Background: an optimization exercise with open tools, aiming at small area, a short achievable clock period and few clock cycles per item. Do not read the settings as production practice.
In this exercise RTL edits were held to simulation tests only and were not proved equivalent to the original.
Power and IR drop assume default switching activity.

==> flow/design.v <==
module sse_acc (
	input  logic        clk,
	input  logic        rst,
	input  logic        ps1,
	input  logic [7:0]  pe1,
	input  logic [24:0] pu1,
	input  logic        v5,
	input  logic        l5,
	output logic        out_valid,
	output logic [31:0] Y
);
	localparam logic [31:0] NAN = 32'h7f800001;
	logic [31:0] acc;
	logic        v6, l6, fresh;
	logic        ps;
	logic [7:0]  pe;
	logic        pNaN, pInf;   
	logic [23:0] yp;
	logic [3:0]  shH;    
	logic [7:0]  shL;    
	logic        selP;
	logic        as;
	logic [7:0]  ae;
	logic [22:0] af;
	assign {as, ae, af} = acc;
	logic aNaN, aInf, aZ, pZ;
	assign aNaN = (&ae) & (|af);
	assign aInf = (&ae) & ~(|af);
	assign aZ = fresh | ~(|ae);
	assign pZ = ~(|pe);
	logic normal;
	assign normal = ~aZ & ~aNaN & ~aInf & ~pNaN & ~pInf & ~pZ;
	logic [23:0] ya;
	logic [24:0] S, S1;
	logic        ovf;
	logic [7:0]  E, E1;
	logic [23:0] ma, yh;
	assign ma = {1'b1, af};
	always_comb begin
		for (int i = 0; i < 24; i++) begin
			yh[i] = (shH[0] & ma[i]) | (shH[1] & (i + 8 < 24 ? ma[(i + 8) % 24] : 1'b0))
				| (shH[2] & (i + 16 < 24 ? ma[(i + 16) % 24] : 1'b0));
			ya[i] = 0;
			for (int j = 0; j < 8; j++)
				if (i + j < 24) ya[i] = ya[i] | (shL[j] & yh[i + j]);
		end
	end
	sse_cadd #(.W(24), .L(5)) add (.a(ya), .b(yp), .s0(S), .s1(S1));
	assign ovf = S[24];
	assign E = selP ? pe : ae;
	assign E1 = E + 8'd1;
	logic [31:0] nres, pval, res;
	logic        selN, selA, selP2, selNaN;
	assign nres = ovf ? {as, E1, S1[23:1]} : {as, E, S[22:0]};
	assign pval = {ps, pe, aZ ? yp[22:0] : 23'd0};
	assign selN = v6 & normal;
	assign selNaN = v6 & (aZ ? pNaN : (aNaN | pNaN | (aInf & pInf & (as != ps))));
	assign selA = ~v6 | (~aZ & ~aNaN & ~pNaN & (aInf ? (~pInf | (as == ps)) : (~pInf & pZ)));
	assign selP2 = v6 & (aZ ? (~pNaN & ~pZ) : (~aNaN & ~pNaN & ~aInf & pInf));
	assign res = ({32{selN}} & nres) | ({32{selA}} & acc) | ({32{selP2}} & pval) | ({32{selNaN}} & NAN);
	logic [25:0] pinc;
	logic [22:0] f1n;
	logic [23:0] m1n;
	logic [7:0]  e1n;
	sse_inc #(.W(25), .L(5)) inc1 (.a(pu1), .s(pinc));
	assign f1n = pu1[24] ? pinc[23:1] : pu1[22:0];
	assign m1n = {1'b1, f1n};
	assign e1n = pe1;
	logic [23:0] yp0, yp1;
	logic [8:0]  dP0, dA0;
	logic [4:0]  shA0, shA1;
	logic        sel0, sel1, inc;
	logic       ebP;
	logic [8:0] dPa, dPp, dAa, dAp;
	assign ebP = v6 & (aZ | selP);
	assign dPa = {1'b0, ae} - {1'b0, e1n};
	assign dPp = {1'b0, pe} - {1'b0, e1n};
	assign dAa = {1'b0, e1n} - {1'b0, ae};
	assign dAp = {1'b0, e1n} - {1'b0, pe};
	assign dP0 = ebP ? dPp : dPa;
	assign dA0 = ebP ? dAp : dAa;
	assign inc = v6 & ~aZ & ~pZ & ovf;
	assign sel0 = dP0[8];
	assign sel1 = sel0 & (dA0 != 9'd1);
	assign yp0 = sel0 ? m1n : (dP0[7:0] > 8'd23) ? 24'd0 : (m1n >> dP0[4:0]);
	assign yp1 = sel0 ? m1n : {1'b0, yp0[23:1]};
	assign shA0 = ~sel0 ? 5'd0 : (dA0[7:0] > 8'd23) ? 5'd24 : dA0[4:0];
	assign shA1 = ~sel1 ? 5'd0 : (dA0[7:0] > 8'd24) ? 5'd24 : (dA0[4:0] - 5'd1);
	logic azn;
	assign azn = v6 ? (l6 | (aZ & pZ)) : aZ;
	logic [23:0] ypc0, ypc1;
	logic [3:0]  shH0, shH1;
	logic [7:0]  shL0, shL1;
	assign ypc0 = azn ? m1n : yp0;
	assign ypc1 = azn ? m1n : yp1;
	assign shH0 = {1'b0, shA0[4:3] == 2'd2, shA0[4:3] == 2'd1, shA0[4:3] == 2'd0};
	assign shH1 = {1'b0, shA1[4:3] == 2'd2, shA1[4:3] == 2'd1, shA1[4:3] == 2'd0};
	always_comb
		for (int j = 0; j < 8; j++) begin
			shL0[j] = (shA0[2:0] == j);
			shL1[j] = (shA1[2:0] == j);
		end
	always_ff @(posedge clk) begin
		ps <= ps1;
		pe <= e1n;
		pNaN <= (&e1n) & (|f1n);
		pInf <= (&e1n) & ~(|f1n);
		l6 <= l5;
		acc <= res;
		selP <= inc ? sel1 : sel0;
		shH <= inc ? shH1 : shH0;
		shL <= inc ? shL1 : shL0;
		yp <= inc ? ypc1 : ypc0;
		if (rst) begin
			v6 <= 0;
			fresh <= 1;
			out_valid <= 0;
		end
		else begin
			v6 <= v5;
			if (v6) fresh <= l6;
			out_valid <= v6 & l6;
		end
	end
	assign Y = acc;
endmodule
module sse_cadd #(parameter int W = 24, parameter int L = 5) (
	input  logic [W-1:0] a,
	input  logic [W-1:0] b,
	output logic [W:0]   s0,
	output logic [W:0]   s1
);
	logic [W-1:0] g [0:L];
	logic [W-1:0] t [0:L];
	logic [W-1:0] h;
	assign g[0] = a & b;
	assign t[0] = a | b;
	assign h = a ^ b;
	genvar l, i;
	generate
		for (l = 0; l < L; l++) begin : g_lvl
			for (i = 0; i < W; i++) begin : g_bit
				if (i >= (1 << l)) begin : g_op
					assign g[l + 1][i] = g[l][i] | (t[l][i] & g[l][i - (1 << l)]);
					assign t[l + 1][i] = t[l][i] & t[l][i - (1 << l)];
				end
				else begin : g_pass
					assign g[l + 1][i] = g[l][i];
					assign t[l + 1][i] = t[l][i];
				end
			end
		end
	endgenerate
	assign s0 = {g[L][W-1], h ^ {g[L][W-2:0], 1'b0}};
	assign s1 = {g[L][W-1] | t[L][W-1], h ^ {g[L][W-2:0] | t[L][W-2:0], 1'b1}};
endmodule
module sse_add #(parameter int W = 24, parameter int L = 5) (
	input  logic [W-1:0] a,
	input  logic [W-1:0] b,
	input  logic         ci,
	output logic [W:0]   s
);
	logic [W:0] g [0:L];
	logic [W:0] p [0:L];
	assign g[0] = {a & b, ci};
	assign p[0] = {a ^ b, 1'b0};
	genvar l, i;
	generate
		for (l = 0; l < L; l++) begin : g_lvl
			for (i = 0; i <= W; i++) begin : g_bit
				if ((i >> l) & 1) begin : g_op
					assign g[l + 1][i] = g[l][i] | (p[l][i] & g[l][((i >> l) << l) - 1]);
					assign p[l + 1][i] = p[l][i] & p[l][((i >> l) << l) - 1];
				end
				else begin : g_pass
					assign g[l + 1][i] = g[l][i];
					assign p[l + 1][i] = p[l][i];
				end
			end
		end
	endgenerate
	assign s = {g[L][W], p[0][W:1] ^ g[L][W-1:0]};
endmodule
module sse_inc #(parameter int W = 24, parameter int L = 5) (
	input  logic [W-1:0] a,
	output logic [W:0]   s
);
	logic [W-1:0] p [0:L];
	assign p[0] = a;
	genvar l, i;
	generate
		for (l = 0; l < L; l++) begin : g_lvl
			for (i = 0; i < W; i++) begin : g_bit
				if ((i >> l) & 1) begin : g_op
					assign p[l + 1][i] = p[l][i] & p[l][((i >> l) << l) - 1];
				end
				else begin : g_pass
					assign p[l + 1][i] = p[l][i];
				end
			end
		end
	endgenerate
	assign s = {p[L][W-1], a ^ {p[L][W-2:0], 1'b1}};
endmodule
module sse_sq_tree (
	input  logic [22:0] f,
	output logic [47:0] q0,
	output logic [47:0] q1
);
	wire t1 = ~(~(f[0] & f[17]) ^ ~(f[1] & f[16]));
	wire t2 = ~(f[0] & f[17]) | ~(f[1] & f[16]);
	wire t3 = ~(~(f[0] & f[18]) ^ ~(f[1] & f[17]));
	wire t4 = ~(f[0] & f[18]) | ~(f[1] & f[17]);
	wire t5, t6;
	sse_fa ut5 (.a(~(f[0] & f[19])), .b(~(f[1] & f[18])), .c(~(f[2] & f[17])), .s(t5), .co(t6));
	wire t7 = ~(~(f[3] & f[16]) ^ ~(f[4] & f[15]));
	wire t8 = ~(f[3] & f[16]) | ~(f[4] & f[15]);
	wire t9, t10;
	sse_fa ut9 (.a(~(f[0] & f[20])), .b(~(f[1] & f[19])), .c(~(f[2] & f[18])), .s(t9), .co(t10));
	wire t11 = ~(~(f[3] & f[17]) ^ ~(f[4] & f[16]));
	wire t12 = ~(f[3] & f[17]) | ~(f[4] & f[16]);
	wire t13, t14;
	sse_fa ut13 (.a(~(f[0] & f[21])), .b(~(f[1] & f[20])), .c(~(f[2] & f[19])), .s(t13), .co(t14));
	wire t15, t16;
	sse_fa ut15 (.a(~(f[3] & f[18])), .b(~(f[4] & f[17])), .c(~(f[5] & f[16])), .s(t15), .co(t16));
	wire t17 = ~(~(f[6] & f[15]) ^ ~(f[7] & f[14]));
	wire t18 = ~(f[6] & f[15]) | ~(f[7] & f[14]);
	wire t19, t20;
	sse_fa ut19 (.a(~(f[0] & f[22])), .b(~(f[1] & f[21])), .c(~(f[2] & f[20])), .s(t19), .co(t20));
	wire t21, t22;
	sse_fa ut21 (.a(~(f[3] & f[19])), .b(~(f[4] & f[18])), .c(~(f[5] & f[17])), .s(t21), .co(t22));
	wire t23 = ~(~(f[6] & f[16]) ^ ~(f[7] & f[15]));
	wire t24 = ~(f[6] & f[16]) | ~(f[7] & f[15]);
	wire t25, t26;
	sse_fa ut25 (.a(~f[0]), .b(~(f[1] & f[22])), .c(~(f[2] & f[21])), .s(t25), .co(t26));
	wire t27, t28;
	sse_fa ut27 (.a(~(f[3] & f[20])), .b(~(f[4] & f[19])), .c(~(f[5] & f[18])), .s(t27), .co(t28));
	wire t29, t30;
	sse_fa ut29 (.a(~(f[6] & f[17])), .b(~(f[7] & f[16])), .c(~(f[8] & f[15])), .s(t29), .co(t30));
	wire t31 = ~(~(f[9] & f[14]) ^ ~(f[10] & f[13]));
	wire t32 = ~(f[9] & f[14]) | ~(f[10] & f[13]);
	wire t33, t34;
	sse_fa ut33 (.a(~f[1]), .b(~(f[2] & f[22])), .c(~(f[3] & f[21])), .s(t33), .co(t34));
	wire t35, t36;
	sse_fa ut35 (.a(~(f[4] & f[20])), .b(~(f[5] & f[19])), .c(~(f[6] & f[18])), .s(t35), .co(t36));
	wire t37, t38;
	sse_fa ut37 (.a(~(f[7] & f[17])), .b(~(f[8] & f[16])), .c(~(f[9] & f[15])), .s(t37), .co(t38));
	wire t39, t40;
	sse_fa ut39 (.a(~f[2]), .b(~(f[3] & f[22])), .c(~(f[4] & f[21])), .s(t39), .co(t40));
	wire t41, t42;
	sse_fa ut41 (.a(~(f[5] & f[20])), .b(~(f[6] & f[19])), .c(~(f[7] & f[18])), .s(t41), .co(t42));
	wire t43, t44;
	sse_fa ut43 (.a(~(f[8] & f[17])), .b(~(f[9] & f[16])), .c(~(f[10] & f[15])), .s(t43), .co(t44));
	wire t45, t46;
	sse_fa ut45 (.a(~f[3]), .b(~(f[4] & f[22])), .c(~(f[5] & f[21])), .s(t45), .co(t46));
	wire t47, t48;
	sse_fa ut47 (.a(~(f[6] & f[20])), .b(~(f[7] & f[19])), .c(~(f[8] & f[18])), .s(t47), .co(t48));
	wire t49, t50;
	sse_fa ut49 (.a(~f[4]), .b(~(f[5] & f[22])), .c(~(f[6] & f[21])), .s(t49), .co(t50));
	wire t51, t52;
	sse_fa ut51 (.a(~(f[7] & f[20])), .b(~(f[8] & f[19])), .c(~(f[9] & f[18])), .s(t51), .co(t52));
	wire t53, t54;
	sse_fa ut53 (.a(~f[5]), .b(~(f[6] & f[22])), .c(~(f[7] & f[21])), .s(t53), .co(t54));
	wire t55, t56;
	sse_fa ut55 (.a(~f[6]), .b(~(f[7] & f[22])), .c(~(f[8] & f[21])), .s(t55), .co(t56));
	wire t57 = ~(~(f[0] & f[11]) ^ ~(f[1] & f[10]));
	wire t58 = ~(f[0] & f[11]) | ~(f[1] & f[10]);
	wire t59 = ~(~(f[0] & f[12]) ^ ~(f[1] & f[11]));
	wire t60 = ~(f[0] & f[12]) | ~(f[1] & f[11]);
	wire t61, t62;
	sse_fa ut61 (.a(~(f[0] & f[13])), .b(~(f[1] & f[12])), .c(~(f[2] & f[11])), .s(t61), .co(t62));
	wire t63 = ~(~(f[3] & f[10]) ^ ~(f[4] & f[9]));
	wire t64 = ~(f[3] & f[10]) | ~(f[4] & f[9]);
	wire t65, t66;
	sse_fa ut65 (.a(~(f[0] & f[14])), .b(~(f[1] & f[13])), .c(~(f[2] & f[12])), .s(t65), .co(t66));
	wire t67 = ~(~(f[3] & f[11]) ^ ~(f[4] & f[10]));
	wire t68 = ~(f[3] & f[11]) | ~(f[4] & f[10]);
	wire t69, t70;
	sse_fa ut69 (.a(~(f[0] & f[15])), .b(~(f[1] & f[14])), .c(~(f[2] & f[13])), .s(t69), .co(t70));
	wire t71, t72;
	sse_fa ut71 (.a(~(f[3] & f[12])), .b(~(f[4] & f[11])), .c(~(f[5] & f[10])), .s(t71), .co(t72));
	wire t73 = ~(~(f[6] & f[9]) ^ ~(f[7] & f[8]));
	wire t74 = ~(f[6] & f[9]) | ~(f[7] & f[8]);
	wire t75, t76;
	sse_fa ut75 (.a(~(f[0] & f[16])), .b(~(f[1] & f[15])), .c(~(f[2] & f[14])), .s(t75), .co(t76));
	wire t77, t78;
	sse_fa ut77 (.a(~(f[3] & f[13])), .b(~(f[4] & f[12])), .c(~(f[5] & f[11])), .s(t77), .co(t78));
	wire t79 = ~(~(f[6] & f[10]) ^ ~(f[7] & f[9]));
	wire t80 = ~(f[6] & f[10]) | ~(f[7] & f[9]);
	wire t81, t82;
	sse_fa ut81 (.a(~(f[2] & f[15])), .b(~(f[3] & f[14])), .c(~(f[4] & f[13])), .s(t81), .co(t82));
	wire t83, t84;
	sse_fa ut83 (.a(~(f[5] & f[12])), .b(~(f[6] & f[11])), .c(~(f[7] & f[10])), .s(t83), .co(t84));
	wire t85, t86;
	sse_fa ut85 (.a(~(f[8] & f[9])), .b(~f[9]), .c(t1), .s(t85), .co(t86));
	wire t87, t88;
	sse_fa ut87 (.a(~(f[2] & f[16])), .b(~(f[3] & f[15])), .c(~(f[4] & f[14])), .s(t87), .co(t88));
	wire t89, t90;
	sse_fa ut89 (.a(~(f[5] & f[13])), .b(~(f[6] & f[12])), .c(~(f[7] & f[11])), .s(t89), .co(t90));
	wire t91, t92;
	sse_fa ut91 (.a(~(f[8] & f[10])), .b(t2), .c(t3), .s(t91), .co(t92));
	wire t93, t94;
	sse_fa ut93 (.a(~(f[5] & f[14])), .b(~(f[6] & f[13])), .c(~(f[7] & f[12])), .s(t93), .co(t94));
	wire t95, t96;
	sse_fa ut95 (.a(~(f[8] & f[11])), .b(~(f[9] & f[10])), .c(~f[10]), .s(t95), .co(t96));
	wire t97, t98;
	sse_fa ut97 (.a(t4), .b(t7), .c(t5), .s(t97), .co(t98));
	wire t99, t100;
	sse_fa ut99 (.a(~(f[5] & f[15])), .b(~(f[6] & f[14])), .c(~(f[7] & f[13])), .s(t99), .co(t100));
	wire t101, t102;
	sse_fa ut101 (.a(~(f[8] & f[12])), .b(~(f[9] & f[11])), .c(t8), .s(t101), .co(t102));
	wire t103, t104;
	sse_fa ut103 (.a(t11), .b(t6), .c(t9), .s(t103), .co(t104));
	wire t105, t106;
	sse_fa ut105 (.a(~(f[8] & f[13])), .b(~(f[9] & f[12])), .c(~(f[10] & f[11])), .s(t105), .co(t106));
	wire t107, t108;
	sse_fa ut107 (.a(~f[11]), .b(t12), .c(t17), .s(t107), .co(t108));
	wire t109, t110;
	sse_fa ut109 (.a(t10), .b(t13), .c(t15), .s(t109), .co(t110));
	wire t111, t112;
	sse_fa ut111 (.a(~(f[8] & f[14])), .b(~(f[9] & f[13])), .c(~(f[10] & f[12])), .s(t111), .co(t112));
	wire t113, t114;
	sse_fa ut113 (.a(t18), .b(t23), .c(t14), .s(t113), .co(t114));
	wire t115, t116;
	sse_fa ut115 (.a(t16), .b(t19), .c(t21), .s(t115), .co(t116));
	wire t117, t118;
	sse_fa ut117 (.a(~(f[11] & f[12])), .b(~f[12]), .c(t24), .s(t117), .co(t118));
	wire t119, t120;
	sse_fa ut119 (.a(t31), .b(t20), .c(t22), .s(t119), .co(t120));
	wire t121, t122;
	sse_fa ut121 (.a(t25), .b(t27), .c(t29), .s(t121), .co(t122));
	wire t123, t124;
	sse_fa ut123 (.a(~(f[10] & f[14])), .b(~(f[11] & f[13])), .c(t32), .s(t123), .co(t124));
	wire t125, t126;
	sse_fa ut125 (.a(t26), .b(t28), .c(t30), .s(t125), .co(t126));
	wire t127, t128;
	sse_fa ut127 (.a(t33), .b(t35), .c(t37), .s(t127), .co(t128));
	wire t129, t130;
	sse_fa ut129 (.a(~(f[11] & f[14])), .b(~(f[12] & f[13])), .c(~f[13]), .s(t129), .co(t130));
	wire t131, t132;
	sse_fa ut131 (.a(t34), .b(t36), .c(t38), .s(t131), .co(t132));
	wire t133, t134;
	sse_fa ut133 (.a(t39), .b(t41), .c(t43), .s(t133), .co(t134));
	wire t135, t136;
	sse_fa ut135 (.a(~(f[9] & f[17])), .b(~(f[10] & f[16])), .c(~(f[11] & f[15])), .s(t135), .co(t136));
	wire t137, t138;
	sse_fa ut137 (.a(~(f[12] & f[14])), .b(t40), .c(t42), .s(t137), .co(t138));
	wire t139, t140;
	sse_fa ut139 (.a(t44), .b(t45), .c(t47), .s(t139), .co(t140));
	wire t141, t142;
	sse_fa ut141 (.a(~(f[10] & f[17])), .b(~(f[11] & f[16])), .c(~(f[12] & f[15])), .s(t141), .co(t142));
	wire t143, t144;
	sse_fa ut143 (.a(~(f[13] & f[14])), .b(~f[14]), .c(t46), .s(t143), .co(t144));
	wire t145, t146;
	sse_fa ut145 (.a(t48), .b(t49), .c(t51), .s(t145), .co(t146));
	wire t147, t148;
	sse_fa ut147 (.a(~(f[8] & f[20])), .b(~(f[9] & f[19])), .c(~(f[10] & f[18])), .s(t147), .co(t148));
	wire t149, t150;
	sse_fa ut149 (.a(~(f[11] & f[17])), .b(~(f[12] & f[16])), .c(~(f[13] & f[15])), .s(t149), .co(t150));
	wire t151, t152;
	sse_fa ut151 (.a(t50), .b(t52), .c(t53), .s(t151), .co(t152));
	wire t153, t154;
	sse_fa ut153 (.a(~(f[9] & f[20])), .b(~(f[10] & f[19])), .c(~(f[11] & f[18])), .s(t153), .co(t154));
	wire t155, t156;
	sse_fa ut155 (.a(~(f[12] & f[17])), .b(~(f[13] & f[16])), .c(~(f[14] & f[15])), .s(t155), .co(t156));
	wire t157, t158;
	sse_fa ut157 (.a(~f[15]), .b(t54), .c(t55), .s(t157), .co(t158));
	wire t159, t160;
	sse_fa ut159 (.a(~f[7]), .b(~(f[8] & f[22])), .c(~(f[9] & f[21])), .s(t159), .co(t160));
	wire t161, t162;
	sse_fa ut161 (.a(~(f[10] & f[20])), .b(~(f[11] & f[19])), .c(~(f[12] & f[18])), .s(t161), .co(t162));
	wire t163, t164;
	sse_fa ut163 (.a(~(f[13] & f[17])), .b(~(f[14] & f[16])), .c(t56), .s(t163), .co(t164));
	wire t165, t166;
	sse_fa ut165 (.a(~f[8]), .b(~(f[9] & f[22])), .c(~(f[10] & f[21])), .s(t165), .co(t166));
	wire t167, t168;
	sse_fa ut167 (.a(~(f[11] & f[20])), .b(~(f[12] & f[19])), .c(~(f[13] & f[18])), .s(t167), .co(t168));
	wire t169, t170;
	sse_fa ut169 (.a(~(f[14] & f[17])), .b(~(f[15] & f[16])), .c(~f[16]), .s(t169), .co(t170));
	wire t171, t172;
	sse_fa ut171 (.a(~f[9]), .b(~(f[10] & f[22])), .c(~(f[11] & f[21])), .s(t171), .co(t172));
	wire t173, t174;
	sse_fa ut173 (.a(~(f[12] & f[20])), .b(~(f[13] & f[19])), .c(~(f[14] & f[18])), .s(t173), .co(t174));
	wire t175, t176;
	sse_fa ut175 (.a(~f[10]), .b(~(f[11] & f[22])), .c(~(f[12] & f[21])), .s(t175), .co(t176));
	wire t177, t178;
	sse_fa ut177 (.a(~(f[13] & f[20])), .b(~(f[14] & f[19])), .c(~(f[15] & f[18])), .s(t177), .co(t178));
	wire t179, t180;
	sse_fa ut179 (.a(~f[11]), .b(~(f[12] & f[22])), .c(~(f[13] & f[21])), .s(t179), .co(t180));
	wire t181, t182;
	sse_fa ut181 (.a(~f[12]), .b(~(f[13] & f[22])), .c(~(f[14] & f[21])), .s(t181), .co(t182));
	wire t183 = ~(~(f[0] & f[7]) ^ ~(f[1] & f[6]));
	wire t184 = ~(f[0] & f[7]) | ~(f[1] & f[6]);
	wire t185 = ~(~(f[0] & f[8]) ^ ~(f[1] & f[7]));
	wire t186 = ~(f[0] & f[8]) | ~(f[1] & f[7]);
	wire t187, t188;
	sse_fa ut187 (.a(~(f[0] & f[9])), .b(~(f[1] & f[8])), .c(~(f[2] & f[7])), .s(t187), .co(t188));
	wire t189 = ~(~(f[3] & f[6]) ^ ~(f[4] & f[5]));
	wire t190 = ~(f[3] & f[6]) | ~(f[4] & f[5]);
	wire t191, t192;
	sse_fa ut191 (.a(~(f[0] & f[10])), .b(~(f[1] & f[9])), .c(~(f[2] & f[8])), .s(t191), .co(t192));
	wire t193 = ~(~(f[3] & f[7]) ^ ~(f[4] & f[6]));
	wire t194 = ~(f[3] & f[7]) | ~(f[4] & f[6]);
	wire t195, t196;
	sse_fa ut195 (.a(~(f[2] & f[9])), .b(~(f[3] & f[8])), .c(~(f[4] & f[7])), .s(t195), .co(t196));
	wire t197, t198;
	sse_fa ut197 (.a(~(f[5] & f[6])), .b(~f[6]), .c(t57), .s(t197), .co(t198));
	wire t199, t200;
	sse_fa ut199 (.a(~(f[2] & f[10])), .b(~(f[3] & f[9])), .c(~(f[4] & f[8])), .s(t199), .co(t200));
	wire t201, t202;
	sse_fa ut201 (.a(~(f[5] & f[7])), .b(t58), .c(t59), .s(t201), .co(t202));
	wire t203, t204;
	sse_fa ut203 (.a(~(f[5] & f[8])), .b(~(f[6] & f[7])), .c(~f[7]), .s(t203), .co(t204));
	wire t205, t206;
	sse_fa ut205 (.a(t60), .b(t63), .c(t61), .s(t205), .co(t206));
	wire t207, t208;
	sse_fa ut207 (.a(~(f[5] & f[9])), .b(~(f[6] & f[8])), .c(t64), .s(t207), .co(t208));
	wire t209, t210;
	sse_fa ut209 (.a(t67), .b(t62), .c(t65), .s(t209), .co(t210));
	wire t211, t212;
	sse_fa ut211 (.a(~f[8]), .b(t68), .c(t73), .s(t211), .co(t212));
	wire t213, t214;
	sse_fa ut213 (.a(t66), .b(t69), .c(t71), .s(t213), .co(t214));
	wire t215, t216;
	sse_fa ut215 (.a(t74), .b(t79), .c(t70), .s(t215), .co(t216));
	wire t217, t218;
	sse_fa ut217 (.a(t72), .b(t75), .c(t77), .s(t217), .co(t218));
	wire t219, t220;
	sse_fa ut219 (.a(t80), .b(t76), .c(t78), .s(t219), .co(t220));
	wire t221, t222;
	sse_fa ut221 (.a(t81), .b(t83), .c(t85), .s(t221), .co(t222));
	wire t223, t224;
	sse_fa ut223 (.a(t82), .b(t84), .c(t87), .s(t223), .co(t224));
	wire t225, t226;
	sse_fa ut225 (.a(t89), .b(t86), .c(t91), .s(t225), .co(t226));
	wire t227, t228;
	sse_fa ut227 (.a(t88), .b(t90), .c(t93), .s(t227), .co(t228));
	wire t229, t230;
	sse_fa ut229 (.a(t95), .b(t92), .c(t97), .s(t229), .co(t230));
	wire t231, t232;
	sse_fa ut231 (.a(t94), .b(t96), .c(t99), .s(t231), .co(t232));
	wire t233, t234;
	sse_fa ut233 (.a(t101), .b(t98), .c(t103), .s(t233), .co(t234));
	wire t235, t236;
	sse_fa ut235 (.a(t100), .b(t105), .c(t102), .s(t235), .co(t236));
	wire t237, t238;
	sse_fa ut237 (.a(t107), .b(t104), .c(t109), .s(t237), .co(t238));
	wire t239, t240;
	sse_fa ut239 (.a(t106), .b(t111), .c(t108), .s(t239), .co(t240));
	wire t241, t242;
	sse_fa ut241 (.a(t110), .b(t113), .c(t115), .s(t241), .co(t242));
	wire t243, t244;
	sse_fa ut243 (.a(t112), .b(t117), .c(t114), .s(t243), .co(t244));
	wire t245, t246;
	sse_fa ut245 (.a(t116), .b(t119), .c(t121), .s(t245), .co(t246));
	wire t247, t248;
	sse_fa ut247 (.a(t118), .b(t123), .c(t120), .s(t247), .co(t248));
	wire t249, t250;
	sse_fa ut249 (.a(t122), .b(t125), .c(t127), .s(t249), .co(t250));
	wire t251, t252;
	sse_fa ut251 (.a(t129), .b(t124), .c(t126), .s(t251), .co(t252));
	wire t253, t254;
	sse_fa ut253 (.a(t128), .b(t131), .c(t133), .s(t253), .co(t254));
	wire t255, t256;
	sse_fa ut255 (.a(t130), .b(t135), .c(t132), .s(t255), .co(t256));
	wire t257, t258;
	sse_fa ut257 (.a(t134), .b(t137), .c(t139), .s(t257), .co(t258));
	wire t259, t260;
	sse_fa ut259 (.a(t136), .b(t141), .c(t138), .s(t259), .co(t260));
	wire t261, t262;
	sse_fa ut261 (.a(t140), .b(t143), .c(t145), .s(t261), .co(t262));
	wire t263, t264;
	sse_fa ut263 (.a(t142), .b(t147), .c(t149), .s(t263), .co(t264));
	wire t265, t266;
	sse_fa ut265 (.a(t144), .b(t146), .c(t151), .s(t265), .co(t266));
	wire t267, t268;
	sse_fa ut267 (.a(t148), .b(t150), .c(t153), .s(t267), .co(t268));
	wire t269, t270;
	sse_fa ut269 (.a(t155), .b(t152), .c(t157), .s(t269), .co(t270));
	wire t271, t272;
	sse_fa ut271 (.a(t154), .b(t156), .c(t159), .s(t271), .co(t272));
	wire t273, t274;
	sse_fa ut273 (.a(t161), .b(t158), .c(t163), .s(t273), .co(t274));
	wire t275, t276;
	sse_fa ut275 (.a(t160), .b(t162), .c(t165), .s(t275), .co(t276));
	wire t277, t278;
	sse_fa ut277 (.a(t167), .b(t169), .c(t164), .s(t277), .co(t278));
	wire t279, t280;
	sse_fa ut279 (.a(~(f[15] & f[17])), .b(t166), .c(t168), .s(t279), .co(t280));
	wire t281, t282;
	sse_fa ut281 (.a(t170), .b(t171), .c(t173), .s(t281), .co(t282));
	wire t283, t284;
	sse_fa ut283 (.a(~(f[16] & f[17])), .b(~f[17]), .c(t172), .s(t283), .co(t284));
	wire t285, t286;
	sse_fa ut285 (.a(t174), .b(t175), .c(t177), .s(t285), .co(t286));
	wire t287, t288;
	sse_fa ut287 (.a(~(f[14] & f[20])), .b(~(f[15] & f[19])), .c(~(f[16] & f[18])), .s(t287), .co(t288));
	wire t289, t290;
	sse_fa ut289 (.a(t176), .b(t178), .c(t179), .s(t289), .co(t290));
	wire t291, t292;
	sse_fa ut291 (.a(~(f[15] & f[20])), .b(~(f[16] & f[19])), .c(~(f[17] & f[18])), .s(t291), .co(t292));
	wire t293, t294;
	sse_fa ut293 (.a(~f[18]), .b(t180), .c(t181), .s(t293), .co(t294));
	wire t295, t296;
	sse_fa ut295 (.a(~f[13]), .b(~(f[14] & f[22])), .c(~(f[15] & f[21])), .s(t295), .co(t296));
	wire t297, t298;
	sse_fa ut297 (.a(~(f[16] & f[20])), .b(~(f[17] & f[19])), .c(t182), .s(t297), .co(t298));
	wire t299, t300;
	sse_fa ut299 (.a(~f[14]), .b(~(f[15] & f[22])), .c(~(f[16] & f[21])), .s(t299), .co(t300));
	wire t301, t302;
	sse_fa ut301 (.a(~(f[17] & f[20])), .b(~(f[18] & f[19])), .c(~f[19]), .s(t301), .co(t302));
	wire t303, t304;
	sse_fa ut303 (.a(~f[15]), .b(~(f[16] & f[22])), .c(~(f[17] & f[21])), .s(t303), .co(t304));
	wire t305, t306;
	sse_fa ut305 (.a(~f[16]), .b(~(f[17] & f[22])), .c(~(f[18] & f[21])), .s(t305), .co(t306));
	wire t307 = ~(~(f[0] & f[5]) ^ ~(f[1] & f[4]));
	wire t308 = ~(f[0] & f[5]) | ~(f[1] & f[4]);
	wire t309 = ~(~(f[0] & f[6]) ^ ~(f[1] & f[5]));
	wire t310 = ~(f[0] & f[6]) | ~(f[1] & f[5]);
	wire t311, t312;
	sse_fa ut311 (.a(~(f[2] & f[5])), .b(~(f[3] & f[4])), .c(~f[4]), .s(t311), .co(t312));
	wire t313, t314;
	sse_fa ut313 (.a(~(f[2] & f[6])), .b(~(f[3] & f[5])), .c(t184), .s(t313), .co(t314));
	wire t315, t316;
	sse_fa ut315 (.a(~f[5]), .b(t186), .c(t189), .s(t315), .co(t316));
	wire t317, t318;
	sse_fa ut317 (.a(t190), .b(t193), .c(t188), .s(t317), .co(t318));
	wire t319, t320;
	sse_fa ut319 (.a(t194), .b(t192), .c(t195), .s(t319), .co(t320));
	wire t321, t322;
	sse_fa ut321 (.a(t196), .b(t199), .c(t198), .s(t321), .co(t322));
	wire t323, t324;
	sse_fa ut323 (.a(t200), .b(t203), .c(t202), .s(t323), .co(t324));
	wire t325, t326;
	sse_fa ut325 (.a(t204), .b(t207), .c(t206), .s(t325), .co(t326));
	wire t327, t328;
	sse_fa ut327 (.a(t208), .b(t211), .c(t210), .s(t327), .co(t328));
	wire t329, t330;
	sse_fa ut329 (.a(t212), .b(t214), .c(t215), .s(t329), .co(t330));
	wire t331, t332;
	sse_fa ut331 (.a(t216), .b(t218), .c(t219), .s(t331), .co(t332));
	wire t333, t334;
	sse_fa ut333 (.a(t220), .b(t223), .c(t222), .s(t333), .co(t334));
	wire t335, t336;
	sse_fa ut335 (.a(t224), .b(t227), .c(t226), .s(t335), .co(t336));
	wire t337, t338;
	sse_fa ut337 (.a(t228), .b(t231), .c(t230), .s(t337), .co(t338));
	wire t339, t340;
	sse_fa ut339 (.a(t232), .b(t235), .c(t234), .s(t339), .co(t340));
	wire t341, t342;
	sse_fa ut341 (.a(t236), .b(t239), .c(t238), .s(t341), .co(t342));
	wire t343, t344;
	sse_fa ut343 (.a(t240), .b(t242), .c(t243), .s(t343), .co(t344));
	wire t345, t346;
	sse_fa ut345 (.a(t244), .b(t246), .c(t247), .s(t345), .co(t346));
	wire t347, t348;
	sse_fa ut347 (.a(t248), .b(t250), .c(t251), .s(t347), .co(t348));
	wire t349, t350;
	sse_fa ut349 (.a(t252), .b(t254), .c(t255), .s(t349), .co(t350));
	wire t351, t352;
	sse_fa ut351 (.a(t256), .b(t258), .c(t259), .s(t351), .co(t352));
	wire t353, t354;
	sse_fa ut353 (.a(t263), .b(t260), .c(t262), .s(t353), .co(t354));
	wire t355, t356;
	sse_fa ut355 (.a(t264), .b(t267), .c(t266), .s(t355), .co(t356));
	wire t357, t358;
	sse_fa ut357 (.a(t268), .b(t271), .c(t270), .s(t357), .co(t358));
	wire t359, t360;
	sse_fa ut359 (.a(t272), .b(t275), .c(t274), .s(t359), .co(t360));
	wire t361, t362;
	sse_fa ut361 (.a(t276), .b(t279), .c(t281), .s(t361), .co(t362));
	wire t363, t364;
	sse_fa ut363 (.a(t280), .b(t282), .c(t283), .s(t363), .co(t364));
	wire t365, t366;
	sse_fa ut365 (.a(t287), .b(t284), .c(t286), .s(t365), .co(t366));
	wire t367, t368;
	sse_fa ut367 (.a(t288), .b(t291), .c(t290), .s(t367), .co(t368));
	wire t369, t370;
	sse_fa ut369 (.a(t292), .b(t295), .c(t294), .s(t369), .co(t370));
	wire t371, t372;
	sse_fa ut371 (.a(t296), .b(t299), .c(t301), .s(t371), .co(t372));
	wire t373, t374;
	sse_fa ut373 (.a(~(f[18] & f[20])), .b(t300), .c(t302), .s(t373), .co(t374));
	wire t375, t376;
	sse_fa ut375 (.a(~(f[19] & f[20])), .b(~f[20]), .c(t304), .s(t375), .co(t376));
	wire t377, t378;
	sse_fa ut377 (.a(~f[17]), .b(~(f[18] & f[22])), .c(~(f[19] & f[21])), .s(t377), .co(t378));
	wire t379, t380;
	sse_fa ut379 (.a(~f[18]), .b(~(f[19] & f[22])), .c(~(f[20] & f[21])), .s(t379), .co(t380));
	wire t381 = ~(~(f[0] & f[3]) ^ ~(f[1] & f[2]));
	wire t382 = ~(f[0] & f[3]) | ~(f[1] & f[2]);
	wire t383 = ~(~(f[0] & f[4]) ^ ~(f[1] & f[3]));
	wire t384 = ~(f[0] & f[4]) | ~(f[1] & f[3]);
	wire t385, t386;
	sse_fa ut385 (.a(~(f[2] & f[3])), .b(~f[3]), .c(t307), .s(t385), .co(t386));
	wire t387, t388;
	sse_fa ut387 (.a(~(f[2] & f[4])), .b(t308), .c(t309), .s(t387), .co(t388));
	wire t389, t390;
	sse_fa ut389 (.a(t310), .b(t183), .c(t311), .s(t389), .co(t390));
	wire t391, t392;
	sse_fa ut391 (.a(t185), .b(t312), .c(t313), .s(t391), .co(t392));
	wire t393, t394;
	sse_fa ut393 (.a(t187), .b(t314), .c(t315), .s(t393), .co(t394));
	wire t395, t396;
	sse_fa ut395 (.a(t191), .b(t316), .c(t317), .s(t395), .co(t396));
	wire t397, t398;
	sse_fa ut397 (.a(t197), .b(t318), .c(t319), .s(t397), .co(t398));
	wire t399, t400;
	sse_fa ut399 (.a(t201), .b(t320), .c(t321), .s(t399), .co(t400));
	wire t401, t402;
	sse_fa ut401 (.a(t205), .b(t322), .c(t323), .s(t401), .co(t402));
	wire t403, t404;
	sse_fa ut403 (.a(t209), .b(t324), .c(t325), .s(t403), .co(t404));
	wire t405, t406;
	sse_fa ut405 (.a(t213), .b(t326), .c(t327), .s(t405), .co(t406));
	wire t407, t408;
	sse_fa ut407 (.a(t217), .b(t328), .c(t329), .s(t407), .co(t408));
	wire t409, t410;
	sse_fa ut409 (.a(t221), .b(t330), .c(t331), .s(t409), .co(t410));
	wire t411, t412;
	sse_fa ut411 (.a(t225), .b(t332), .c(t333), .s(t411), .co(t412));
	wire t413, t414;
	sse_fa ut413 (.a(t229), .b(t334), .c(t335), .s(t413), .co(t414));
	wire t415, t416;
	sse_fa ut415 (.a(t233), .b(t336), .c(t337), .s(t415), .co(t416));
	wire t417, t418;
	sse_fa ut417 (.a(t237), .b(t338), .c(t339), .s(t417), .co(t418));
	wire t419, t420;
	sse_fa ut419 (.a(t241), .b(t340), .c(t341), .s(t419), .co(t420));
	wire t421, t422;
	sse_fa ut421 (.a(t245), .b(t342), .c(t343), .s(t421), .co(t422));
	wire t423, t424;
	sse_fa ut423 (.a(t249), .b(t344), .c(t345), .s(t423), .co(t424));
	wire t425, t426;
	sse_fa ut425 (.a(t253), .b(t346), .c(t347), .s(t425), .co(t426));
	wire t427, t428;
	sse_fa ut427 (.a(t257), .b(t348), .c(t349), .s(t427), .co(t428));
	wire t429, t430;
	sse_fa ut429 (.a(t261), .b(t350), .c(t351), .s(t429), .co(t430));
	wire t431, t432;
	sse_fa ut431 (.a(t265), .b(t352), .c(t353), .s(t431), .co(t432));
	wire t433, t434;
	sse_fa ut433 (.a(t269), .b(t354), .c(t355), .s(t433), .co(t434));
	wire t435, t436;
	sse_fa ut435 (.a(t273), .b(t356), .c(t357), .s(t435), .co(t436));
	wire t437, t438;
	sse_fa ut437 (.a(t277), .b(t358), .c(t359), .s(t437), .co(t438));
	wire t439, t440;
	sse_fa ut439 (.a(t361), .b(t278), .c(t360), .s(t439), .co(t440));
	wire t441, t442;
	sse_fa ut441 (.a(t285), .b(t362), .c(t363), .s(t441), .co(t442));
	wire t443, t444;
	sse_fa ut443 (.a(t289), .b(t364), .c(t365), .s(t443), .co(t444));
	wire t445, t446;
	sse_fa ut445 (.a(t293), .b(t366), .c(t367), .s(t445), .co(t446));
	wire t447, t448;
	sse_fa ut447 (.a(t297), .b(t368), .c(t369), .s(t447), .co(t448));
	wire t449, t450;
	sse_fa ut449 (.a(t371), .b(t298), .c(t370), .s(t449), .co(t450));
	wire t451, t452;
	sse_fa ut451 (.a(t303), .b(t372), .c(t373), .s(t451), .co(t452));
	wire t453, t454;
	sse_fa ut453 (.a(t305), .b(t374), .c(t375), .s(t453), .co(t454));
	wire t455, t456;
	sse_fa ut455 (.a(t377), .b(t306), .c(t376), .s(t455), .co(t456));
	wire t457, t458;
	sse_fa ut457 (.a(~f[21]), .b(t378), .c(t379), .s(t457), .co(t458));
	wire t459, t460;
	sse_fa ut459 (.a(~f[19]), .b(~(f[20] & f[22])), .c(t380), .s(t459), .co(t460));
	wire t461, t462;
	sse_fa ut461 (.a(~f[20]), .b(~(f[21] & f[22])), .c(~f[22]), .s(t461), .co(t462));
	assign q0[0] = ~f[0];
	assign q1[0] = 1'b1;
	assign q0[1] = 1'b1;
	assign q1[1] = 1'b1;
	assign q0[2] = ~(f[0] & f[1]);
	assign q1[2] = ~f[1];
	assign q0[3] = ~(f[0] & f[2]);
	assign q1[3] = 1'b1;
	assign q0[4] = t381;
	assign q1[4] = ~f[2];
	assign q0[5] = t382;
	assign q1[5] = t383;
	assign q0[6] = t384;
	assign q1[6] = t385;
	assign q0[7] = t386;
	assign q1[7] = t387;
	assign q0[8] = t388;
	assign q1[8] = t389;
	assign q0[9] = t390;
	assign q1[9] = t391;
	assign q0[10] = t392;
	assign q1[10] = t393;
	assign q0[11] = t394;
	assign q1[11] = t395;
	assign q0[12] = t396;
	assign q1[12] = t397;
	assign q0[13] = t398;
	assign q1[13] = t399;
	assign q0[14] = t400;
	assign q1[14] = t401;
	assign q0[15] = t402;
	assign q1[15] = t403;
	assign q0[16] = t404;
	assign q1[16] = t405;
	assign q0[17] = t406;
	assign q1[17] = t407;
	assign q0[18] = t408;
	assign q1[18] = t409;
	assign q0[19] = t410;
	assign q1[19] = t411;
	assign q0[20] = t412;
	assign q1[20] = t413;
	assign q0[21] = t414;
	assign q1[21] = t415;
	assign q0[22] = t416;
	assign q1[22] = t417;
	assign q0[23] = t418;
	assign q1[23] = t419;
	assign q0[24] = t420;
	assign q1[24] = t421;
	assign q0[25] = t422;
	assign q1[25] = t423;
	assign q0[26] = t424;
	assign q1[26] = t425;
	assign q0[27] = t426;
	assign q1[27] = t427;
	assign q0[28] = t428;
	assign q1[28] = t429;
	assign q0[29] = t430;
	assign q1[29] = t431;
	assign q0[30] = t432;
	assign q1[30] = t433;
	assign q0[31] = t434;
	assign q1[31] = t435;
	assign q0[32] = t436;
	assign q1[32] = t437;
	assign q0[33] = t438;
	assign q1[33] = t439;
	assign q0[34] = t440;
	assign q1[34] = t441;
	assign q0[35] = t442;
	assign q1[35] = t443;
	assign q0[36] = t444;
	assign q1[36] = t445;
	assign q0[37] = t446;
	assign q1[37] = t447;
	assign q0[38] = t448;
	assign q1[38] = t449;
	assign q0[39] = t450;
	assign q1[39] = t451;
	assign q0[40] = t452;
	assign q1[40] = t453;
	assign q0[41] = t454;
	assign q1[41] = t455;
	assign q0[42] = t456;
	assign q1[42] = t457;
	assign q0[43] = t458;
	assign q1[43] = t459;
	assign q0[44] = t460;
	assign q1[44] = t461;
	assign q0[45] = t462;
	assign q1[45] = ~f[21];
	assign q0[46] = 1'b0;
	assign q1[46] = ~f[22];
	assign q0[47] = 1'b1;
	assign q1[47] = 1'b1;
endmodule
module sse_sq_sum (
	input  logic [47:0] q0,
	input  logic [47:0] q1,
	output logic [47:0] P
);
	logic [48:0] s;
	sse_add #(.W(48), .L(6)) add (.a(q0), .b(q1), .ci(1'b1), .s(s));
	assign P = ~s[47:0];
endmodule
module sse_fa (
	input  logic a, b, c,
	output logic s, co
);
	assign s = a ^ b ^ c;
	assign co = (a & b) | (a & c) | (b & c);
endmodule
module SSE (
	input  logic        clk,
	input  logic        rst,
	input  logic        in_valid,
	input  logic        in_last,
	input  logic [31:0] A,
	input  logic [31:0] B,
	output logic        in_ready,
	output logic        out_valid,
	output logic [31:0] Y
);
	localparam logic [31:0] NAN = 32'h7f800001;
	logic v0, v2, v3, v4, v5;
	logic l0, l2, l3, l4, l5;
	always_ff @(posedge clk) begin
		if (rst) begin
			in_ready <= 0;
			{v0, v2, v3, v4, v5} <= 0;
		end
		else begin
			in_ready <= 1;
			v0 <= in_valid & in_ready;
			{v2, v3, v4, v5} <= {v0, v2, v3, v4};
		end
		{l0, l2, l3, l4, l5} <= {in_last, l0, l2, l3, l4};
	end
	logic        sA, sB;
	logic [7:0]  eA, eB;
	logic [22:0] fA, fB;
	assign {sA, eA, fA} = A;
	assign {sB, eB, fB} = B;
	logic nanA, nanB, infA, infB, zA, zB;
	assign nanA = (&eA) & (|fA);
	assign nanB = (&eB) & (|fB);
	assign infA = (&eA) & ~(|fA);
	assign infB = (&eB) & ~(|fB);
	assign zA = ~(|eA);
	assign zB = ~(|eB);
	logic spec, isNaN, kill, ssgn;
	assign spec = zA | zB | (&eA) | (&eB);
	assign isNaN = nanA | nanB | (infA & infB & (sA != sB));
	assign kill = isNaN | (zA & zB);
	always_comb begin
		if (nanA | nanB) ssgn = 0;
		else if (infA & infB) ssgn = (sA == sB) ? sA : 1'b0;
		else if (infA) ssgn = sA;
		else if (infB) ssgn = sB;
		else if (zA & zB) ssgn = 0;
		else if (zA) ssgn = ~sB;
		else ssgn = sA;
	end
	logic [8:0]  dAB;
	logic [7:0]  dBA;
	logic        aLess, eEq, fLess, swp;
	assign dAB = {1'b0, eA} - {1'b0, eB};
	assign dBA = eB - eA;
	assign aLess = dAB[8];
	assign eEq = (eA == eB);
	assign fLess = fA < fB;
	assign swp = A[30:0] < B[30:0];    
	logic [22:0] x0, y0;
	logic        h0;
	logic [4:0]  k0;
	logic [7:0]  e0;
	logic        s0, sub0;
	always_ff @(posedge clk) begin
		y0 <= spec ? 23'd0 : swp ? fA : fB;
		h0 <= ~spec;
		x0 <= kill ? {22'd0, isNaN} : swp ? fB : fA;
		e0 <= aLess ? eB : eA;
		k0 <= aLess ? ((dBA > 8'd23) ? 5'd24 : dBA[4:0]) : ((dAB[7:0] > 8'd23) ? 5'd24 : dAB[4:0]);
		if (spec) begin
			s0 <= ssgn;
			sub0 <= 0;
		end
		else begin
			s0 <= (sA == sB) ? (swp ^ sA) : sA;
			sub0 <= (sA == sB);
		end
	end
	logic [23:0] y1;
	assign y1 = {h0, y0} >> k0;
	logic [24:0] sum2;
	sse_add #(.W(24), .L(5)) add1 (.a({1'b1, x0}), .b(sub0 ? ~y1 : y1), .ci(sub0), .s(sum2));
	logic [24:0] r2;
	logic [7:0]  e2;
	logic        s2, sub2;
	always_ff @(posedge clk) begin
		r2 <= {sum2[24] & ~sub0, sum2[23:0]};
		e2 <= e0;
		s2 <= s0;
		sub2 <= sub0;
	end
	logic [24:0] inc3;
	logic [25:0] inc3x;
	assign inc3 = inc3x[24:0];
	sse_inc #(.W(25), .L(5)) inc1 (.a(r2), .s(inc3x));
	logic [31:0] zx;
	logic [7:0]  nz1;
	logic [15:0] nc1;
	logic [3:0]  nz2;
	logic [11:0] nc2;
	logic [1:0]  nz3;
	logic [7:0]  nc3;
	logic [4:0]  lz;
	assign zx = {r2[23:0], 8'hff};
	genvar gi;
	generate
		for (gi = 0; gi < 8; gi++) begin : g_l1
			logic [3:0] q;
			assign q = zx[4 * gi +: 4];
			assign nz1[gi] = |q;
			assign nc1[2 * gi +: 2] = q[3] ? 2'd0 : q[2] ? 2'd1 : q[1] ? 2'd2 : 2'd3;
		end
		for (gi = 0; gi < 4; gi++) begin : g_l2
			assign nz2[gi] = nz1[2 * gi + 1] | nz1[2 * gi];
			assign nc2[3 * gi +: 3] = nz1[2 * gi + 1] ? {1'b0, nc1[4 * gi + 2 +: 2]} : {1'b1, nc1[4 * gi +: 2]};
		end
		for (gi = 0; gi < 2; gi++) begin : g_l3
			assign nz3[gi] = nz2[2 * gi + 1] | nz2[2 * gi];
			assign nc3[4 * gi +: 4] = nz2[2 * gi + 1] ? {1'b0, nc2[6 * gi + 3 +: 3]} : {1'b1, nc2[6 * gi +: 3]};
		end
	endgenerate
	assign lz = nz3[1] ? {1'b0, nc3[7:4]} : {1'b1, nc3[3:0]};
	logic [23:0] n1;
	assign n1 = r2[23:0] << lz;
	logic        s3;
	logic [7:0]  e3;
	logic [4:0]  lz3;
	logic [22:0] f3;
	always_ff @(posedge clk) begin
		if (sub2) begin
			if (r2[23:0] == 0) begin
				s3 <= 0;
				e3 <= 0;
				lz3 <= 0;
			end
			else begin
				s3 <= s2;
				e3 <= e2;
				lz3 <= lz;
			end
			f3 <= n1[22:0];
		end
		else begin
			s3 <= s2;
			e3 <= r2[24] ? e2 + 8'd1 : e2;
			lz3 <= 0;
			f3 <= r2[24] ? inc3[23:1] : r2[22:0];
		end
	end
	logic        sd;
	logic [7:0]  ed;
	logic [22:0] fd;
	assign sd = s3;
	assign ed = e3 - {3'd0, lz3};
	assign fd = f3;
	logic [9:0] ex4;
	assign ex4 = {1'b0, ed, 1'b0} - 10'd127;
	logic [47:0] q0, q1;
	sse_sq_tree sq (.f(fd), .q0(q0), .q1(q1));
	logic spec4, ssp4, esp4, nsp4;
	always_comb begin
		spec4 = 1;
		ssp4 = 0;
		esp4 = 1;
		nsp4 = 0;
		if ((&ed) & (|fd)) nsp4 = 1;
		else if (&ed) ssp4 = sd;
		else if (~(|ed)) esp4 = 0;
		else if (~ex4[9] & (ex4[8:0] > 9'd254)) ;
		else if (ex4[9] | (ex4 == 0)) esp4 = 0;
		else spec4 = 0;
	end
	logic [47:0] r40, r41;
	logic [7:0]  e4;
	logic        spec5i, ssp5i, esp5i, nsp5i;
	always_ff @(posedge clk) begin
		r40 <= q0;
		r41 <= q1;
		e4 <= ex4[7:0];
		spec5i <= spec4;
		ssp5i <= ssp4;
		esp5i <= esp4;
		nsp5i <= nsp4;
	end
	logic [47:0] P;
	logic [24:0] U;
	sse_sq_sum sqs (.q0(r40), .q1(r41), .P(P));
	assign U = P[47:23];
	logic        ps5;
	logic [7:0]  pe5;
	logic [24:0] pu5;
	always_comb begin
		if (spec5i) begin
			ps5 = ssp5i;
			pe5 = {8{esp5i}};
			pu5 = {24'd0, nsp5i};
		end
		else begin
			ps5 = 0;
			pe5 = U[24] ? e4 + 8'd1 : e4;
			pu5 = U;
		end
	end
	logic        ps1;
	logic [7:0]  pe1;
	logic [24:0] pu1;
	always_ff @(posedge clk) begin
		ps1 <= ps5;
		pe1 <= pe5;
		pu1 <= pu5;
	end
	sse_acc acc (
		.clk(clk), .rst(rst),
		.ps1(ps1), .pe1(pe1), .pu1(pu1), .v5(v5), .l5(l5),
		.out_valid(out_valid), .Y(Y)
	);
endmodule
==> flow/flow/run.sh <==
#!/bin/bash
set -euo pipefail
bash standard.sh SETUP_SLACK_MARGIN=6.1 "BUFFER_PORTS_ARGS=-buffer_cell sky130_fd_sc_hd__buf_1" finish > standard.log 2>&1
==> flow/standard.sh <==
#!/bin/bash
# synth_recipe.tcl (not shown) runs the flow's synth.tcl, then flattens the netlist and writes it again
# the make line also repeats each setting of config.mk as NAME=value (left out here)
make -C /OpenROAD-flow-scripts/flow DESIGN_CONFIG=/design/flow/config.mk WORK_HOME=/design/flow/orfs CLKGATE_MAP_FILE= SYNTH_SCRIPT=/design/flow/synth_recipe.tcl "${@:-finish}"
==> flow/config.mk <==
export PLATFORM = sky130hd
export DESIGN_NAME = SSE
export DESIGN_NICKNAME = SSE
export VERILOG_FILES = /design/flow/design.v
export SDC_FILE = /design/flow/constraint.sdc
export NUM_CORES = 4
export LEC_CHECK = 0
export CAP_MARGIN = 20
export CORE_MARGIN = 2
export CORE_UTILIZATION = 55
export CTS_CLUSTER_DIAMETER = 100
export CTS_CLUSTER_SIZE = 26
export PLACE_DENSITY = 0.72
export SETUP_SLACK_MARGIN = 5
export SLEW_MARGIN = 20
export SYNTH_HIERARCHICAL = 1
export SYNTH_MINIMUM_KEEP_SIZE = 0
==> flow/constraint.sdc <==
create_clock -name core_clock -period 10.0 [get_ports {clk}]
set_input_delay 2.0000 -clock core_clock [delete_from_list [all_inputs] [get_ports {clk}]]
set_output_delay 2.0000 -clock core_clock [all_outputs]
set_load 0.01 [all_outputs]
==> results of run 1 <==
[worst reg2reg max path, stage by stage (launching register included)]
cell      delay, ns
dfxtp_4        0.38
nor4_4         0.32
a21oi_4        0.11
a21oi_4        0.23
buf_4          0.16
buf_4          0.11
mux2_2         0.37
ha_4           0.17
a21o_1         0.19
a21o_1         0.20
or4_1          0.49
o221ai_2       0.24
nand2_2        0.13
nor2_4         0.19
buf_12         0.13
nand2_2        0.09
o32ai_1        0.27
[metrics by stage]
stage                     power, mW  setup slack, ns  utilization, %  cells
after floorplan               11.92            5.907               -   3682
after global placement        11.42            4.067           55.92   4317
after detailed placement      11.67            4.035           55.92   4317
after CTS                     12.81            5.971           58.22   4373
after global routing          14.51            5.905           60.62   4455
final                         13.13            6.133           60.62   4455
[registers in the layout, summed over array words and instances (netlist names), 24 cells and up]
name and cells:
r40 48, r41 48, acc.acc 32, pu1 25, r2 25, acc.yp 24
[cell type report]
class	count	area share, %
clock inverter	8	0.2989
timing repair inverter	3	0.04572
timing repair buffer	241	4.688
sequential	369	20.97
inverter	284	3.123
clock buffer	22	1.484
multi-input combinational	2755	66.67
tap	773	2.719
[power breakdown]
part	internal, mW	switching, mW
Combinational	4.12	5.32
Clock	0.399	0.536
Sequential	2.14	0.619
[per-layer routing]
metal  vias to the layer above  global-route usage (%)
li1                      12720                       -
met1                     13300                   37.59
met2                      1133                   47.56
met3                       193                   2.909
met4                         0                   9.816
met5                         -                       0
[repair_timing]
item | CTS | global route
hold buffers | 0 | 0
setup endpoints to repair | 123 | 113
buffers inserted | 21 | 76
cloned | 5 | 6
pin swaps | 15 | 66
resized for setup | 115 | 172
[worst min path at each step]
stage          depth (start not counted)  slack (ns)              to
4_1_cts                                0        0.33      l5$_DFF_P_
3_3_place_gp                           0        0.31      l3$_DFF_P_
2_1_floorplan                          0        0.31  acc.l6$_DFF_P_
6_report                               0        0.33      l5$_DFF_P_
3_5_place_dp                           0        0.31      s2$_DFF_P_
5_1_grt                                0        0.34      l5$_DFF_P_
==> out/metrics.csv, run 1 <==
metric,value,unit
path_delay_family,compound AO/OA/AOI/OAI gates,
viasPerCell,6.138,
critPathBufInv,3,
fin_skew,0.03674,ns
period_share,38.67,%
insertion_delay,0.58,ns
cts-root-buf,clkbuf_16,
port_buffers,101,
hp-class,reg -> reg,
whs,0.3308,ns
grt_max_degree,44,
drc,0,
path_max_fanout,5,
final_cell_mix,"nand2_1 (416), dfxtp_1 (337), inv_1 (268), nor2_1 (238), fa_1 (217)",
ir_drop,0.2357,mV
end_kind,register,
fillers,5011,
required,10.50,ns
wl_met1,36960,um
slew_headroom,26.51,%
max-cap-violations,0,
gr-total-overflow,0,
die_h,247.2,um
critical_path_class,reg -> reg,
drive_above_1_share,14.83,%
hp-start,l4$_DFF_P_,
die_area,0.06108,sq mm
numClockSinks,369,
power.leakage,14.21,nW
synthesis.area,0.03252,sq mm
max_freq,258.6,MHz
antenna_left,0,
fin_tns_setup,0,ns
crit_arrival,4.36,ns
crit_path_cell_trace,nor4_4 > a21oi_4 > a21oi_4 > buf_4 > buf_4 > mux2_2 > ha_4 > a21o_1 > a21o_1 > or4_1 > o221ai_2 > nand2_2 > nor2_4 > buf_12 > nand2_2 > o32ai_1,
final_common_cell,nand2_1,
place.gp.congestion,1.013,
startpoint_type,register,
grt_pass1_vias,26230,
power_density,369.2,mW/mm^2
drv_slew,0,
cts_tree,yes,
reg2reg_slack,6.13,ns
fp.dieW,247.2,um
postSynthCellCount,3677,
regToRegEndpoint,acc.yp[8]$_DFF_P_,
coreArea,0.05869,sq mm
io_pins,102,
final_area,0.03558,sq mm
area_growth,9.408,%
htreeDepth,1,
reg2reg_depth,16,
status,"complete, no violations",
drtPass1Iterations,9,
vias,27350,
totalWireLength,88530,um
seqCellArea,0.007462,sq mm
multiInputGateArea,0.02372,sq mm
ys_warn_count,19,
slowest_stage,or4_1,
tightest_slew,1.092,ns
grt_pass1_wl,139500,um
critical_path_depth,16,
hpwl,64400,um
row_count,89,
start_util,55.41,%
numCtsBuffers,20,
gr-usage-all-layers,28.19,%
avgSynthCellArea,8.843,sq um
crit_end,acc.yp[8]$_DFF_P_,
clkSlewWorstSetupHoldPaths,0.10,ns
antenna_cells,0,
cp-startpoint,acc.acc[23]$_DFF_P_,
routed.top_layer,met4,
first_iter_violations,2615,
met2_wirelength,42370,um
cts_buffer_depth,3,
met3_length,6073,um
r2r-start,acc.acc[23]$_DFF_P_,
wire_per_inst,19.87,um
slowest_delay,0.49,ns
setup_viol,0,
fin_crit,3.867,ns
dpl-instance-area,0.03281,sq mm
nets,4178,
rsz0062_at_grt,true,
antenna_found_initial,0,
hold_viol,0,
Testbench counts, summed over its fixed seeds: cycles 8,146, items 8,082.
==> inputs of run 2 (changes only) <==
==> flow/flow/run.sh (replaced) <==
#!/bin/bash
set -euo pipefail
bash standard.sh SETUP_SLACK_MARGIN=6.0 "BUFFER_PORTS_ARGS=-buffer_cell sky130_fd_sc_hd__buf_1" finish > standard.log 2>&1
==> out/metrics.csv, run 2 <==
metric,value,unit,change
final_cell_mix,"nand2_1 (418), dfxtp_1 (341), inv_1 (272), nor2_1 (239), fa_1 (217)",,
ir_drop,0.2484,mV,+5.4%
drc,0,,unchanged
cts-root-buf,clkbuf_16,,
htreeDepth,1,,unchanged
io_pins,102,,unchanged
grt_max_degree,49,,+11%
coreArea,0.05869,sq mm,unchanged
period_share,39.21,%,+0.53 points
power.leakage,13.95,nW,-1.9%
port_buffers,101,,unchanged
grt_pass1_wl,137400,um,-1.5%
crit_arrival,4.39,ns,+0.03 ns
die_area,0.06108,sq mm,unchanged
fp.dieW,247.2,um,unchanged
max_freq,255.0,MHz,-1.4%
slew_headroom,27.28,%,+0.77 points
antenna_found_initial,0,,unchanged
power_density,371.9,mW/mm^2,+0.74%
row_count,89,,unchanged
startpoint_type,primary input,,
numClockSinks,369,,unchanged
grt_pass1_vias,25730,,-1.9%
whs_path_depth,0,,unchanged
path_max_fanout,7,,+2
postSynthCellCount,3677,,unchanged
start_util,55.41,%,unchanged
fin_tns_setup,0,ns,unchanged
wire_per_inst,19.87,um,about the same
whs,0.3288,ns,-0.002009 ns
area_growth,7.292,%,
cts_buffer_depth,3,,unchanged
cts_tree,yes,,
power.total,12.98,mW,-1.2%
die_h,247.2,um,unchanged
setup_viol,0,,unchanged
fin_ws,6.079,ns,-0.05346 ns
fillers,5052,,+0.82%
fin_skew,0.02946,ns,-0.007280 ns
drtPass1Iterations,6,,-3
place.gp.congestion,0.9916,,-2.1%
avgSynthCellArea,8.843,sq um,unchanged
fin_crit,3.921,ns,+0.05346 ns
largestRegisters,"r40: 48 flops, r41: 48 flops, acc.acc: 32 flops",,
gr-total-overflow,0,,unchanged
hold_viol,0,,unchanged
post-place-ws,4.693,ns,+0.6581 ns
final_common_cell,nand2_1,,
hpwl,63690,um,-1.1%
first_iter_violations,2713,,+3.7%
drv_slew,0,,unchanged
gr-usage-all-layers,27.82,%,-0.37 points
reg2reg_depth,16,,unchanged
tightest_slew,1.091,ns,-0.001411 ns
totalWireLength,87780,um,-0.85%
hp-class,reg -> reg,,
ys_warn_count,19,,unchanged
rsz0062_at_grt,true,,
clkSlewWorstSetupHoldPaths,0.09,ns,about the same
nets,4139,,-0.93%
max-cap-violations,0,,unchanged
required,10.47,ns,-0.03 ns
viasPerCell,6.167,,+0.47%
antenna_left,0,,unchanged
insertion_delay,0.58,ns,about the same
critical_path_class,in -> reg,,
status,"complete, no violations",,
vias,27240,,-0.37%
drive_above_1_share,12.35,%,-2.5 points
synthesis.area,0.03252,sq mm,unchanged
antenna_cells,0,,unchanged
numCtsBuffers,20,,unchanged
end_kind,register,,
run 2: per-layer routing:
layer / wire length, um / up-vias / part of all wire (%) / track usage [%]
li1: - / 12670 / - / -
met1: 36850 / 13190 / 42 / 37.96
met2: 41740 / 1198 / 48 / 45.65
met3: 6000 / 189 / 6.8 / 3.093
met4: 3176 / 0 / 3.6 / 9.869
met5: 0 / - / 0 / 0
run 2: report_power, final:
part           internal [mW]  total (mW)  switching [mW]
Sequential              2.14        2.74           0.605
Clock                  0.386       0.924           0.538
Combinational           4.04        9.31            5.27
Total                   6.56        13.0            6.41
run 2: area by class of cell:
type,count,area [sq um],share of cell area [%]
Tap cell,773,967.2,2.772
Clock buffer,22,508.0,1.456
Sequential cell,369,7460,21.38
Timing Repair Buffer,203,1314,3.766
Inverter,284,1087,3.116
Multi-Input combinational cell,2757,23450,67.20
Clock inverter,10,107.6,0.3084
run 2: worst paths after layout:
check | start | endpoint | slack [ns]
max reg2reg | acc.acc[29]$_DFF_P_ | acc.shL[1]$_DFF_P_ | 6.08
max | A[24] | k0[4]$_DFF_P_ | 6.08
min | l3$_DFF_P_ | l4$_DFF_P_ | 0.33
min reg2reg | l3$_DFF_P_ | l4$_DFF_P_ | 0.33
run 2: what timing repair did:
item | CTS | global route
setup buffers | 24 | 33
resized for setup | 100 | 122
gates cloned | 5 | 5
endpoints found under the setup margin | 124 | 120
pin swaps | 15 | 44
hold buffers | 0 | 0
run 2: worst max-delay path, cell delays in order:
cell and delay (ns):
clkbuf_4 0.17, clkinvlp_4 0.12, buf_4 0.15, fa_2 0.40, a21o_1 0.21, a21o_1 0.19
nand2_1 0.06, o31ai_1 0.07, a221o_1 0.37, a211oi_4 0.21, buf_4 0.18, a22oi_1 0.09
a21o_1 0.17
run 2: metrics by stage:
step | cell area, sq um | cells | util [%]
after floorplan | 32720 | 3682 | -
after global placement | 32730 | 4318 | 55.77
after detailed placement | 32730 | 4318 | 55.78
after CTS | 34030 | 4379 | 57.99
after global routing | 34890 | 4418 | 59.45
final | 34890 | 4418 | 59.45
==> inputs of run 3 (changes only) <==
--- a/flow/config.mk
+++ b/flow/config.mk
@@ -8,8 +8,8 @@
 export CAP_MARGIN = 20
 export CORE_MARGIN = 2
-export CORE_UTILIZATION = 55
+export CORE_UTILIZATION = 65
 export CTS_CLUSTER_DIAMETER = 100
 export CTS_CLUSTER_SIZE = 26
-export PLACE_DENSITY = 0.72
+export PLACE_DENSITY = 0.8
 export SETUP_SLACK_MARGIN = 5
 export SLEW_MARGIN = 20
==> out/metrics.csv, run 3 <==
metric,value,unit,change
startpoint_type,primary input,,
final_cell_mix,"nand2_1 (421), dfxtp_1 (343), inv_1 (275), nor2_1 (239), fa_1 (217)",,
max_freq,252.5,MHz,-0.98%
max-cap-violations,0,,unchanged
ys_warn_count,19,,unchanged
period_share,39.60,%,+0.39 points
setup_viol,0,,unchanged
path_max_fanout,24,,+17
clkSlewWorstSetupHoldPaths,0.11,ns,+0.02 ns
hp-start,e0[4]$_DFF_P_,,
end_kind,register,,
htreeDepth,1,,unchanged
cts_tree,yes,,
status,"complete, no violations",,
fillers,3801,,-25%
tightest_slew,1.088,ns,-0.002716 ns
hold_viol,0,,unchanged
vias,27580,,+1.2%
numClockSinks,369,,unchanged
power_density,374.6,mW/mm^2,+0.71%
required,10.46,ns,about the same
antenna_found_initial,0,,unchanged
first_iter_violations,3104,,+14%
wire_per_inst,20.45,um,+2.9%
insertion_delay,0.58,ns,about the same
io_pins,102,,unchanged
final_common_cell,nand2_1,,
antenna_left,0,,unchanged
viasPerCell,6.414,,+4.0%
seqCellArea,0.007450,sq mm,-0.13%
slew_headroom,27.36,%,+0.082 points
grt_pass1_wl,136900,um,-0.38%
finalNonFillerCells,4300,,-2.7%
fin_crit,3.960,ns,+0.03884 ns
avgSynthCellArea,8.843,sq um,unchanged
start_util,66.16,%,+11 points
gr-total-overflow,0,,unchanged
drtPass1Iterations,9,,+3
die_area,0.05183,sq mm,-15%
drc,0,,unchanged
antenna_cells,0,,unchanged
critical_path_class,in -> reg,,
cp-startpoint,B[8],,
r2r-start,acc.shH[0]$_DFF_P_,,
row_count,81,,-9.0%
multiInputGateArea,0.02331,sq mm,-0.57%
fin_tns_setup,0,ns,unchanged
totalWireLength,87940,um,+0.19%
gr-usage-all-layers,32.91,%,+5.1 points
dp.cells,4206,,-2.6%
numCtsBuffers,20,,unchanged
power.leakage,13.90,nW,-0.35%
cts_buffer_depth,3,,unchanged
nets,4134,,-0.12%
place.gp.congestion,0.9998,,+0.83%
synthesis.area,0.03252,sq mm,unchanged
area_growth,6.303,%,
cts_hold_buf,0,,unchanged
hp-class,reg -> reg,,
largestRegisters,"r40: 48 flops, r41: 48 flops, acc.acc: 32 flops",,
coreArea,0.04915,sq mm,-16%
crit_arrival,4.42,ns,+0.03 ns
drive_above_1_share,12.10,%,-0.24 points
drv_slew,0,,unchanged
whs,0.3240,ns,-0.004728 ns
fp.dieW,227.7,um,-7.9%
cts-root-buf,clkbuf_16,,
power.total,12.95,mW,-0.21%
postSynthCellCount,3677,,unchanged
grt_max_degree,49,,unchanged
port_buffers,101,,unchanged
die_h,227.7,um,-7.9%
grt_pass1_vias,26300,,+2.2%
fin_skew,0.02499,ns,-0.004463 ns
rsz0062_at_grt,true,,
ir_drop,0.2837,mV,+14%
hpwl,63850,um,+0.25%
-- run 3: final cells by class --
cell class	instances	area share (%)
Multi-Input combinational cell	2754	67.44
Inverter	284	3.149
Tap cell	664	2.403
Clock buffer	20	1.448
Timing Repair inverter	1	0.01448
Timing Repair Buffer	200	3.641
Clock inverter	8	0.3511
Sequential cell	369	21.55
-- run 3: what timing repair did --
action	4_1_cts	5_1_grt
resized for setup	90	108
setup buffers	20	38
pin swaps	11	51
endpoints found under the setup margin	139	125
cloned	2	6
-- run 3: worst paths after layout --
kind,end,slack (ns),cells after the start
max,x0[17]$_SDFF_PP0_,6.04,12
max reg2reg,acc.acc[13]$_DFF_P_,6.08,15
min,e2[4]$_DFF_P_,0.32,0
min reg2reg,e2[4]$_DFF_P_,0.32,0
-- run 3: layer usage --
layer	global-route usage [%]	vias up	wire (um)
li1	-	12630	-
met1	42.88	13320	35400
met2	55.51	1345	42160
met3	4.435	289	6484
met4	13.20	0	3895
met5	0	-	0
-- run 3: worst max-delay path, cell delays in order --
cell and delay (ns):
buf_1 0.14, inv_1 0.06, ha_1 0.29, a21o_1 0.17, a21o_1 0.18, a21oi_1 0.17
o21bai_1 0.11, a221oi_2 0.39, o211a_2 0.31, clkbuf_16 0.26, mux2i_1 0.27, nor2_1 0.07
-- run 3: power by group --
part | leakage [nW] | total [mW] | internal [mW] | switching (mW)
Combinational | 10.5 | 9.25 | 3.99 | 5.26
Sequential | 3.09 | 2.77 | 2.14 | 0.631
Clock | 0.301 | 0.933 | 0.387 | 0.546
Total | 13.9 | 12.9 | 6.51 | 6.44
-- run 3: metrics by stage --
stage | util [%] | cell area [sq um] | setup WS, ns
global placement | 66.26 | 32570 | 4.888
CTS | 68.69 | 33760 | 5.986
global route | 70.32 | 34570 | 5.872
detailed placement | 66.26 | 32570 | 4.755
finish | 70.32 | 34570 | 6.040
floorplan | - | 32720 | 5.894

-- afterwards: timing with drivers on the ports --
Ports are ideal in the flow. The routed layouts listed here were re-timed in OpenROAD.
Step 1: set_driving_cell puts a clkbuf_16 on clk and a buf_2 on each other input, an assumption about the parent block.
Step 2 also shifts input and output timing later by t, the mid clock arrival at the registers, as if the neighbouring blocks saw the same clock.
Slacks: no drivers / after step 1 / after step 2; pairs: no drivers / after step 1.
run	t (ns)	setup WS [ns]
run 1	0.627	6.133 / 6.133 / 5.580
run 2	0.639	6.079 / 6.084 / 5.488
run 3	0.631	6.040 / 6.079 / 5.448
After both steps setup and hold are still met in every run listed.
